This design comes from an exercise in tuning for small area on the open sky130 flow, not from production work.
At most, simulation tests tie the RTL to the original design; equivalence was not proved.
Power is estimated from default activity; no workload was simulated.

Setup of orange:
// uart_fifo
module uart_fifo (
    input  logic clk,
    input  logic rst,
    input  logic rx,
    output logic tx
);
==> module uart_fifo, before the edit <==
module uart_fifo (
    input  logic clk,
    input  logic rst,
    input  logic rx,
    output logic tx
);
    logic [2:0] bcnt;
    logic       tick;
    assign tick = (bcnt == 3'd0);
    always_ff @(posedge clk, posedge rst) begin
        if (rst) bcnt <= 3'd7;
        else if (bcnt == 3'd6) bcnt <= 3'd0;
        else if (bcnt == 3'd7) bcnt <= 3'd1;
        else bcnt <= bcnt + 3'd1;
    end
    logic [1:0] rs;
    logic [3:0] rbtc;
    logic [2:0] rbit;
    logic [7:0] rdata;
    logic       rdone;
    always_ff @(posedge clk, posedge rst) begin
        if (rst) begin
            rs    <= 2'd0;
            rdone <= 1'b0;
        end else begin
            rdone <= 1'b0;
            case (rs)
                2'd0: if (!rx) rs <= 2'd1;
                2'd1: if (tick && rbtc == 4'd8) rs <= 2'd2;
                2'd2: if (tick && rbtc == 4'd15 && rbit == 3'd7) rs <= 2'd3;
                2'd3: if (tick && rbtc == 4'd15) begin
                    rs    <= 2'd0;
                    rdone <= 1'b1;
                end
            endcase
        end
    end
    always_ff @(posedge clk) begin
        case (rs)
            2'd0: begin
                rbtc <= 4'd0;
                rbit <= 3'd0;
            end
            2'd1: if (tick) rbtc <= (rbtc == 4'd8) ? 4'd0 : rbtc + 4'd1;
            default: if (tick) begin
                rbtc <= rbtc + 4'd1;
                if (rbtc == 4'd15 && rs == 2'd2) begin
                    rdata <= {rx, rdata[7:1]};
                    rbit  <= rbit + 3'd1;
                end
            end
        endcase
    end
    logic [4:0] n;
    logic       mv;
    logic       tx_idle;
    logic       wr, pop, rx_full, tx_empty;
    assign rx_full  = mv ? (n == 5'd15) : (n == 5'd16);
    assign tx_empty = (n == 5'd0) | (mv & (n == 5'd1));
    assign wr  = rdone & ~rx_full;
    assign pop = ~tx_empty & tx_idle;
    always_ff @(posedge clk, posedge rst) begin
        if (rst) begin
            n  <= 5'd0;
            mv <= 1'b0;
        end else begin
            n  <= n + {4'd0, wr} - {4'd0, pop};
            mv <= (n < 5'd8) ? wr : (n == 5'd8) ? (wr & pop) : pop;
        end
    end
    logic [7:0] ring[0:15];
    logic [3:0] dw, dr;
    logic       pw, pr, blk;
    logic       we, re;
    logic [7:0] port;
    assign we   = pw & (dw == 4'd0) & ~(blk & pr);
    assign re   = pr & (dr == 4'd0);
    assign port = we ? rdata : ring[15];
    always_ff @(posedge clk) begin
        ring[0] <= port;
        for (int i = 1; i < 16; i++) ring[i] <= ring[i-1];
    end
    always_ff @(posedge clk, posedge rst) begin
        if (rst) begin
            dw  <= 4'd0;
            dr  <= 4'd0;
            pw  <= 1'b0;
            pr  <= 1'b0;
            blk <= 1'b0;
        end else begin
            if (wr) begin
                pw  <= 1'b1;
                blk <= pr | pop;
            end else if (we) begin
                pw  <= 1'b0;
                blk <= 1'b0;
            end
            if (!we) dw <= dw - 4'd1;
            if (pop) pr <= 1'b1;
            else if (re) pr <= 1'b0;
            if (!re) dr <= dr - 4'd1;
        end
    end
    logic [1:0] ts;
    logic [3:0] tbtc;
    logic [2:0] tbit;
    logic [7:0] tbuf;
    logic       txr;
    assign tx_idle = (ts == 2'd0);
    assign tx = txr;
    always_ff @(posedge clk, posedge rst) begin
        if (rst) begin
            ts  <= 2'd0;
            txr <= 1'b1;
        end else begin
            case (ts)
                2'd0: begin
                    txr <= 1'b1;
                    if (pop) ts <= 2'd1;
                end
                2'd1: begin
                    txr <= 1'b0;
                    if (tick && tbtc == 4'd15) ts <= 2'd2;
                end
                2'd2: begin
                    txr <= tbuf[0];
                    if (tick && tbtc == 4'd15 && tbit == 3'd7) ts <= 2'd3;
                end
                2'd3: begin
                    txr <= 1'b1;
                    if (tick && tbtc == 4'd15) ts <= 2'd0;
                end
            endcase
        end
    end
    always_ff @(posedge clk) begin
        if (re) tbuf <= port;
        else if (ts == 2'd2 && tick && tbtc == 4'd15) tbuf <= {1'b0, tbuf[7:1]};
        if (ts == 2'd0) tbtc <= 4'd0;
        else if (tick) tbtc <= tbtc + 4'd1;
        if (ts == 2'd1) tbit <= 3'd0;
        else if (ts == 2'd2 && tick && tbtc == 4'd15) tbit <= tbit + 3'd1;
    end
endmodule
Settings: LEC_CHECK=0, CAP_MARGIN=20, CORE_MARGIN=2, CORE_UTILIZATION=40, SLEW_MARGIN=20; clock period 10.0 ns.
run.sh (not shown) runs the stock make flow with config.mk's settings and CLKGATE_MAP_FILE= SYNTH_SCRIPT=/design/flow/synth_recipe.tcl, a recipe that flattens the netlist after the stock synthesis.
Here is what was changed in the inputs of green compared with orange.
diff --git a/flow/design.v b/flow/design.v
--- a/flow/design.v
+++ b/flow/design.v
@@ -51,41 +51,41 @@
                 end
             end
         endcase
     end
-    logic [4:0] n;
-    logic       mv;
+    logic [3:0] rcnt, tcnt;
     logic       tx_idle;
-    logic       wr, pop, rx_full, tx_empty;
-    assign rx_full  = mv ? (n == 5'd15) : (n == 5'd16);
-    assign tx_empty = (n == 5'd0) | (mv & (n == 5'd1));
-    assign wr  = rdone & ~rx_full;
-    assign pop = ~tx_empty & tx_idle;
+    logic       wr, xfer, pop;
+    assign wr   = rdone & (rcnt != 4'd8);
+    assign xfer = (rcnt != 4'd0) & (tcnt != 4'd8);
+    assign pop  = (tcnt != 4'd0) & tx_idle;
     always_ff @(posedge clk, posedge rst) begin
         if (rst) begin
-            n  <= 5'd0;
-            mv <= 1'b0;
+            rcnt <= 4'd0;
+            tcnt <= 4'd0;
         end else begin
-            n  <= n + {4'd0, wr} - {4'd0, pop};
-            mv <= (n < 5'd8) ? wr : (n == 5'd8) ? (wr & pop) : pop;
+            rcnt <= rcnt + {3'd0, wr} - {3'd0, xfer};
+            tcnt <= tcnt + {3'd0, xfer} - {3'd0, pop};
         end
     end
     logic [7:0] ring[0:15];
-    logic [3:0] dw, dr;
+    logic [3:0] ph;          
+    logic [3:0] wp, rp;
     logic       pw, pr, blk;
     logic       we, re;
     logic [7:0] port;
-    assign we   = pw & (dw == 4'd0) & ~(blk & pr);
-    assign re   = pr & (dr == 4'd0);
+    assign we   = pw & (ph == wp) & ~(blk & pr);
+    assign re   = pr & (ph == rp);
     assign port = we ? rdata : ring[15];
     always_ff @(posedge clk) begin
+        ph <= ph + 4'd1;
         ring[0] <= port;
         for (int i = 1; i < 16; i++) ring[i] <= ring[i-1];
     end
     always_ff @(posedge clk, posedge rst) begin
         if (rst) begin
-            dw  <= 4'd0;
-            dr  <= 4'd0;
+            wp  <= 4'd0;
+            rp  <= 4'd0;
             pw  <= 1'b0;
             pr  <= 1'b0;
             blk <= 1'b0;
         end else begin
@@ -95,12 +95,12 @@
             end else if (we) begin
                 pw  <= 1'b0;
                 blk <= 1'b0;
             end
-            if (!we) dw <= dw - 4'd1;
+            if (we) wp <= wp + 4'd1;
             if (pop) pr <= 1'b1;
             else if (re) pr <= 1'b0;
-            if (!re) dr <= dr - 4'd1;
+            if (re) rp <= rp + 4'd1;
         end
     end
     logic [1:0] ts;
     logic [3:0] tbtc;
Notes after the runs:
Compared with orange, green shows a higher global-route wire length before repair. Routed wire in green totals more than in orange. Compared with orange, in green cell-internal power went down; total power draw went down; via count went up; floorplan die width went up; effective utilization at floorplan went down. Going from orange to green, final standard cell area without fillers up about 4%; utilization after layout down 1.9 points. Of orange and green, green shows the higher part of the total power dissipated in sequential elements, with orange below it. Measured against each other, orange and green differ in clock buffer instance count of the final layout, the lower figure coming from green. Count of routing violations after the opening detailed-route iteration was higher in green than in orange. Global-route usage: orange and green compared, higher one is green. The sequential cell area share reported for green is smaller than that of orange by 0.37 points.
No functional check of the RTL was part of orange.

[separate check: timing with driven ports]
The flow's constraints put no driver on any port. The routed layouts listed below were extracted and timed again, unchanged, in two steps. Step 1: set_driving_cell puts a clkbuf_16 on clk and a buf_2 on each other input, an assumption about the parent block. Step 2 moves the port delays by t, midway between the first and last clock arrival at a register: inputs arrive t later, outputs are due t later. That takes back most of the time a late clock gives input paths. a / b / c = ideal / step 1 / step 2; a / b = the first two.
run | t (ns) | slack for setup (ns) | worst hold slack (ns)
orange | 0.440 | 6.552 / 6.517 / 6.823 | 0.322 / 0.322 / 0.322
green | 0.461 | 6.546 / 6.505 / 6.966 | 0.325 / 0.325 / 0.325
After both steps every run listed still meets setup and hold.
